Source: an optimization exercise on an open RTL-to-GDS flow (aim: small area, a short achievable clock period and few clock cycles). Production flows keep margins and buffers that such runs may drop. At most, simulation tests tie the RTL to the original design; equivalence was not proved.

==> run a: inputs <==
## SME
module SME(clk,reset,chardata,isstring,ispattern,valid,match,match_index);
==> module SME, before the edit <==
module SME(clk,reset,chardata,isstring,ispattern,valid,match,match_index);
input clk;
input reset;
input [7:0] chardata;
input isstring;
input ispattern;
output match;
output [4:0] match_index;
output valid;
reg [7:0] str [0:31];
reg [31:0] d;
reg dn;                
reg [4:0] len_m1;      
reg [4:0] base;        
reg str_r, pat_r, anch;
reg valid_r, match_r;
reg [4:0] idx_r;
wire first = ~pat_r;
wire is_beg = (chardata == 8'h5E);
wire is_end = (chardata == 8'h24);
integer i;
always @(posedge clk) begin
    if (isstring) begin
        str[0] <= chardata;
        for (i = 1; i < 32; i = i + 1)
            str[i] <= str[i-1];
    end
end
reg [31:0] mask, begok, x;
wire [31:0] sp, d_next;
genvar g;
generate
    for (g = 0; g < 4; g = g + 1) begin : grp
        SME_grp u_grp (.s({str[8*g+7], str[8*g+6], str[8*g+5], str[8*g+4],
                           str[8*g+3], str[8*g+2], str[8*g+1], str[8*g]}),
                       .c(chardata), .x(x[8*g+:8]), .d(d_next[8*g+:8]), .sp(sp[8*g+:8]));
    end
endgenerate
always @(*) begin
    for (i = 0; i < 32; i = i + 1)
        mask[i] = (i <= len_m1);
    for (i = 0; i < 32; i = i + 1) begin
        begok[i] = mask[i] & ((i == 31) ? 1'b1 : (~mask[i+1] | sp[i+1]));
        x[i] = first ? mask[i] : anch ? begok[i] : ((i == 31) ? 1'b0 : d[i+1]);
    end
end
always @(posedge clk) begin
    d <= d_next;
    dn <= is_end & d[0];
    anch <= first & is_beg;
    if (ispattern)
        base <= first ? len_m1 : anch ? base : base - 5'd1;
    if (isstring)
        len_m1 <= str_r ? len_m1 + 5'd1 : 5'd0;
end
always @(posedge clk or posedge reset) begin
    if (reset) begin
        str_r <= 1'b0;
        pat_r <= 1'b0;
        valid_r <= 1'b0;
    end else begin
        str_r <= isstring;
        pat_r <= ispattern;
        valid_r <= pat_r & ~ispattern;
    end
end
wire [3:0] gany;
wire [4:0] cand [0:3];
generate
    for (g = 0; g < 4; g = g + 1) begin : gidx
        wire [1:0] hi0 = base[4:3] - g;
        wire [1:0] hi1 = base[4:3] - g - 1;
        SME_gidx u_gidx (.d(d[8*g+:8]), .lo(base[2:0]), .hi0(hi0), .hi1(hi1),
                         .any(gany[g]), .cand(cand[g]));
    end
endgenerate
always @(posedge clk) begin
    match_r <= (|gany) | dn;
    idx_r <= gany[3] ? cand[3] : gany[2] ? cand[2] : gany[1] ? cand[1] : gany[0] ? cand[0] : base + 5'd1;
end
assign valid = valid_r;
assign match = match_r;
assign match_index = idx_r;
endmodule
==> module SME_grp, before the edit <==
module SME_grp(s, c, x, d, sp);
input [63:0] s;
input [7:0] c;
input [7:0] x;
output [7:0] d;
output [7:0] sp;
wire is_any = (c == 8'h2E);
wire is_end = (c == 8'h24);
genvar j;
generate
    for (j = 0; j < 8; j = j + 1) begin : st
        assign sp[j] = (s[8*j+:8] == 8'h20);
        assign d[j] = x[j] & (is_end ? sp[j] : (is_any | (s[8*j+:8] == c)));
    end
endgenerate
endmodule
==> module SME_gidx, before the edit <==
module SME_gidx(d, lo, hi0, hi1, any, cand);
input [7:0] d;
input [2:0] lo;
input [1:0] hi0;
input [1:0] hi1;
output any;
output [4:0] cand;
wire [2:0] l;
assign l[2] = |d[7:4];
assign l[1] = (|d[7:6]) | (~|d[7:4] & |d[3:2]);
assign l[0] = d[7] | (~d[6] & d[5]) | (~|d[6:4] & d[3]) | (~|d[6:2] & d[1]);
wire [3:0] diff = {1'b0, lo} - {1'b0, l};
assign any = |d;
assign cand = {diff[3] ? hi1 : hi0, diff[2:0]};
endmodule
make LEC_CHECK=0 CAP_MARGIN=20 CELL_PAD_IN_SITES_DETAIL_PLACEMENT=0 CELL_PAD_IN_SITES_GLOBAL_PLACEMENT=0 CORE_MARGIN=2 CORE_UTILIZATION=70 CTS_CLUSTER_DIAMETER=100 CTS_CLUSTER_SIZE=24 SETUP_SLACK_MARGIN=4.3 SLEW_MARGIN=20 SYNTH_HIERARCHICAL=1 finish   # period 6.5 ns
run.sh (not shown) runs the stock make flow with config.mk's settings and CLKGATE_MAP_FILE= SYNTH_SCRIPT=/design/flow/synth_recipe.tcl, a recipe that flattens the netlist after the stock synthesis.
==> inputs of run b, as changes to run a <==
==> flow/design.v (replaced) <==
module SME(clk,reset,chardata,isstring,ispattern,valid,match,match_index);
input clk;
input reset;
input [7:0] chardata;
input isstring;
input ispattern;
output match;
output [4:0] match_index;
output valid;
localparam N = 33;
reg [7:0] ring [0:N-1];
reg [N-1:0] vld;
reg [N-1:0] d;
reg [5:0] p;           
reg [3:0] m;           
reg [4:0] pm;          
reg str_r, pat_r;
reg valid_r, match_r;
reg [4:0] idx_r;
wire first = ~pat_r;
wire newstr = isstring & ~str_r;
wire is_beg = (chardata == 8'h5E);
wire is_end = (chardata == 8'h24);
wire is_any = (chardata == 8'h2E);
wire [7:0] cc = (is_beg | is_end) ? 8'h20 : chardata;
integer i;
always @(posedge clk) begin
    ring[0] <= isstring ? chardata : ring[N-1];
    for (i = 1; i < N; i = i + 1)
        ring[i] <= ring[i-1];
    vld[0] <= isstring | (vld[N-1] & ~newstr);
    for (i = 1; i < N; i = i + 1)
        vld[i] <= vld[i-1] & ~newstr;
end
reg [N-1:0] eq, vb, ve, d_next;
always @(*) begin
    for (i = 0; i < N; i = i + 1) begin
        eq[i] = is_any | (ring[i] == cc);
        vb[i] = ~vld[i] & vld[(i+N-1)%N];    
        ve[i] = ~vld[i] & vld[(i+1)%N];      
    end
    for (i = 0; i < N; i = i + 1)
        d_next[(i+1)%N] = ((eq[i] & vld[i]) | (first & is_beg & vb[i]) | (is_end & ve[i]))
                          & (first | d[(i+1)%N]);
end
always @(posedge clk) d <= d_next;
reg [5:0] p_next;
reg [3:0] m_next;
always @(*) begin
    p_next = newstr ? 6'd0 : (p == N-1) ? 6'd0 : p + 6'd1;
    m_next = m;
    if (ispattern)
        m_next = first ? {3'd0, ~is_beg} : m + 4'd1;
end
always @(posedge clk) begin
    p <= p_next;
    m <= m_next;
    pm <= p_next[4:0] - {1'b0, m_next} + 5'd1;
end
always @(posedge clk or posedge reset) begin
    if (reset) begin
        str_r <= 1'b0;
        pat_r <= 1'b0;
        valid_r <= 1'b0;
    end else begin
        str_r <= isstring;
        pat_r <= ispattern;
        valid_r <= pat_r & ~ispattern;
    end
end
reg [N-1:0] lo;
reg [5:0] jl, jd;
always @(*) begin
    for (i = 0; i < N; i = i + 1)
        lo[i] = d[i] & (i <= p);
    jl = 6'd0;
    jd = 6'd0;
    for (i = 0; i < N; i = i + 1) begin
        if (lo[i]) jl = i;
        if (d[i]) jd = i;
    end
end
wire [4:0] idx_lo = pm - jl[4:0];
wire [4:0] idx_wr = pm - jd[4:0] + 5'd1;
always @(posedge clk) begin
    match_r <= |d;
    idx_r <= (|lo) ? idx_lo : idx_wr;
end
assign valid = valid_r;
assign match = match_r;
assign match_index = idx_r;
endmodule
==> flow/config.mk (replaced) <==
export PLATFORM = sky130hd
export DESIGN_NAME = SME
export DESIGN_NICKNAME = SME
export VERILOG_FILES = /design/flow/design.v
export SDC_FILE = /design/flow/constraint.sdc
export NUM_CORES = 4
export LEC_CHECK = 0
export ABC_AREA = 1
export CAP_MARGIN = 20
export CORE_MARGIN = 2
export CORE_UTILIZATION = 60
export SETUP_SLACK_MARGIN = 4.0
export SLEW_MARGIN = 20
==> inputs of run c, as changes to run a <==
==> flow/design.v (replaced) <==
module SME(clk,reset,chardata,isstring,ispattern,valid,match,match_index);
input clk;
input reset;
input [7:0] chardata;
input isstring;
input ispattern;
output match;
output [4:0] match_index;
output valid;
reg [7:0] str [0:31];
reg [32:0] d;          
reg dn;                
reg [4:0] len_m1;      
reg [3:0] m;           
reg [4:0] base;        
reg str_r, pat_r;
reg valid_r, match_r;
reg [4:0] idx_r;
wire first = ~pat_r;
wire is_beg = (chardata == 8'h5E);
wire is_end = (chardata == 8'h24);
wire is_any = (chardata == 8'h2E);
wire [7:0] cc = (is_beg | is_end) ? 8'h20 : chardata;
integer i;
always @(posedge clk) begin
    if (isstring) begin
        str[0] <= chardata;
        for (i = 1; i < 32; i = i + 1)
            str[i] <= str[i-1];
    end
end
reg [31:0] mask, pos0;
reg [32:0] d_next;
wire [31:0] eq;
genvar g;
generate
    for (g = 0; g < 32; g = g + 1) begin : cmp
        SME_eq8 u_eq (.a(str[g]), .b(cc), .eq(eq[g]));
    end
endgenerate
always @(*) begin
    for (i = 0; i < 32; i = i + 1) begin
        mask[i] = (i <= len_m1);
        pos0[i] = (i == 0) ? 1'b0 : (mask[i-1] & ~mask[i]);    
    end
    for (i = 0; i < 32; i = i + 1)
        d_next[i] = ((first | d[i+1]) & (is_any | eq[i]) & mask[i]) | (first & is_beg & pos0[i]);
    d_next[32] = first & is_beg & mask[31];
end
reg [3:0] m_next;
always @(*) begin
    m_next = m;
    if (ispattern)
        m_next = first ? {3'd0, ~is_beg} : m + 4'd1;
end
always @(posedge clk) begin
    d <= d_next;
    dn <= is_end & d[0];
    m <= m_next;
    base <= len_m1 + 5'd1 - {1'b0, m_next};
    if (isstring)
        len_m1 <= str_r ? len_m1 + 5'd1 : 5'd0;
end
always @(posedge clk or posedge reset) begin
    if (reset) begin
        str_r <= 1'b0;
        pat_r <= 1'b0;
        valid_r <= 1'b0;
    end else begin
        str_r <= isstring;
        pat_r <= ispattern;
        valid_r <= pat_r & ~ispattern;
    end
end
function [4:0] pe32;
    input [31:0] x;
    reg [15:0] a1; reg [15:0] i1;
    reg [7:0] a2; reg [15:0] i2;
    reg [3:0] a3; reg [11:0] i3;
    reg [1:0] a4; reg [7:0] i4;
    integer k;
    begin
        for (k = 0; k < 16; k = k + 1) begin
            a1[k] = x[2*k+1] | x[2*k];
            i1[k] = x[2*k+1] | ~x[2*k];
        end
        for (k = 0; k < 8; k = k + 1) begin
            a2[k] = a1[2*k+1] | a1[2*k];
            i2[2*k+:2] = (a1[2*k+1] | ~a1[2*k]) ? {1'b1, i1[2*k+1]} : {1'b0, i1[2*k]};
        end
        for (k = 0; k < 4; k = k + 1) begin
            a3[k] = a2[2*k+1] | a2[2*k];
            i3[3*k+:3] = (a2[2*k+1] | ~a2[2*k]) ? {1'b1, i2[4*k+2+:2]} : {1'b0, i2[4*k+:2]};
        end
        for (k = 0; k < 2; k = k + 1) begin
            a4[k] = a3[2*k+1] | a3[2*k];
            i4[4*k+:4] = (a3[2*k+1] | ~a3[2*k]) ? {1'b1, i3[6*k+3+:3]} : {1'b0, i3[6*k+:3]};
        end
        pe32 = (a4[1] | ~a4[0]) ? {1'b1, i4[7:4]} : {1'b0, i4[3:0]};
    end
endfunction
always @(posedge clk) begin
    match_r <= (|d[31:0]) | dn;
    idx_r <= base - pe32(d[31:0]);
end
assign valid = valid_r;
assign match = match_r;
assign match_index = idx_r;
endmodule
module SME_eq8(a, b, eq);
input [7:0] a;
input [7:0] b;
output eq;
assign eq = (a == b);
endmodule
==> flow/config.mk (replaced) <==
export PLATFORM = sky130hd
export DESIGN_NAME = SME
export DESIGN_NICKNAME = SME
export VERILOG_FILES = /design/flow/design.v
export SDC_FILE = /design/flow/constraint.sdc
export NUM_CORES = 4
export LEC_CHECK = 0
export CAP_MARGIN = 20
export CORE_MARGIN = 2
export CORE_UTILIZATION = 60
export SETUP_SLACK_MARGIN = 4.0
export SLEW_MARGIN = 20
export SYNTH_HIERARCHICAL = 1
==> inputs of run d, as changes to run a <==
==> flow/config.mk (replaced) <==
export PLATFORM = sky130hd
export DESIGN_NAME = SME
export DESIGN_NICKNAME = SME
export VERILOG_FILES = /design/flow/design.v
export SDC_FILE = /design/flow/constraint.sdc
export NUM_CORES = 4
export LEC_CHECK = 0
export CAP_MARGIN = 20
export CORE_MARGIN = 2
export CORE_UTILIZATION = 60
export CTS_CLUSTER_DIAMETER = 120
export CTS_CLUSTER_SIZE = 30
export SETUP_SLACK_MARGIN = 4.3
export SLEW_MARGIN = 20
export SYNTH_HIERARCHICAL = 1
==> notes <==
- Of run d and run b, run b has the higher global-route usage (gap 12 points).
- Of run b and run d, run b has the higher critical path depth (gap 35).
- Routed wire length: run c < run a < run d < run b.
- Run a produced a clean layout. Run b finished clean. Run d completed without violations. Run c finished with timing, DRC and antenna clean.
- Fmax: run a > run d > run c > run b.
Testbench counts of run a, summed over its fixed seeds: cycles 24,912.
Testbench counts of run d, summed over its fixed seeds: cycles 24,912.
No functional check of the RTL was part of run b and run c.

## re-timing with driven ports
The flow's constraints put no driver on any port. The routed layouts listed below were extracted and timed again, unchanged, in two steps. Step 1 sets driving cells, clkbuf_16 on the clock port and buf_2 on the other inputs (assumed; they add their load-dependent delay and slew). Step 2 also shifts input and output timing later by t, the mid clock arrival at the registers, as if the neighbouring blocks saw the same clock. Three values: no drivers, after step 1, after step 2; two values: the first two.
run	shift t [ns]	setup slack, ns	worst hold slack (ns)	worst setup path after step 2	pins driven straight from the clock port
run a	0.562	4.193 / 4.139 / 3.756	0.470 / 0.470 / 0.470	input to register	1
run b	0.581	2.805 / 2.805 / 2.578	0.357 / 0.357 / 0.357	input to register	1
run c	0.555	3.342 / 3.327 / 2.772	0.471 / 0.471 / 0.471	input to register	1
run d	0.555	4.170 / 4.136 / 3.737	0.482 / 0.482 / 0.482	input to register	1
After both steps every run listed still meets setup and hold. The setup slack of run c, which loses most, moves by -0.015 ns with the drivers and by -0.570 ns with both steps.
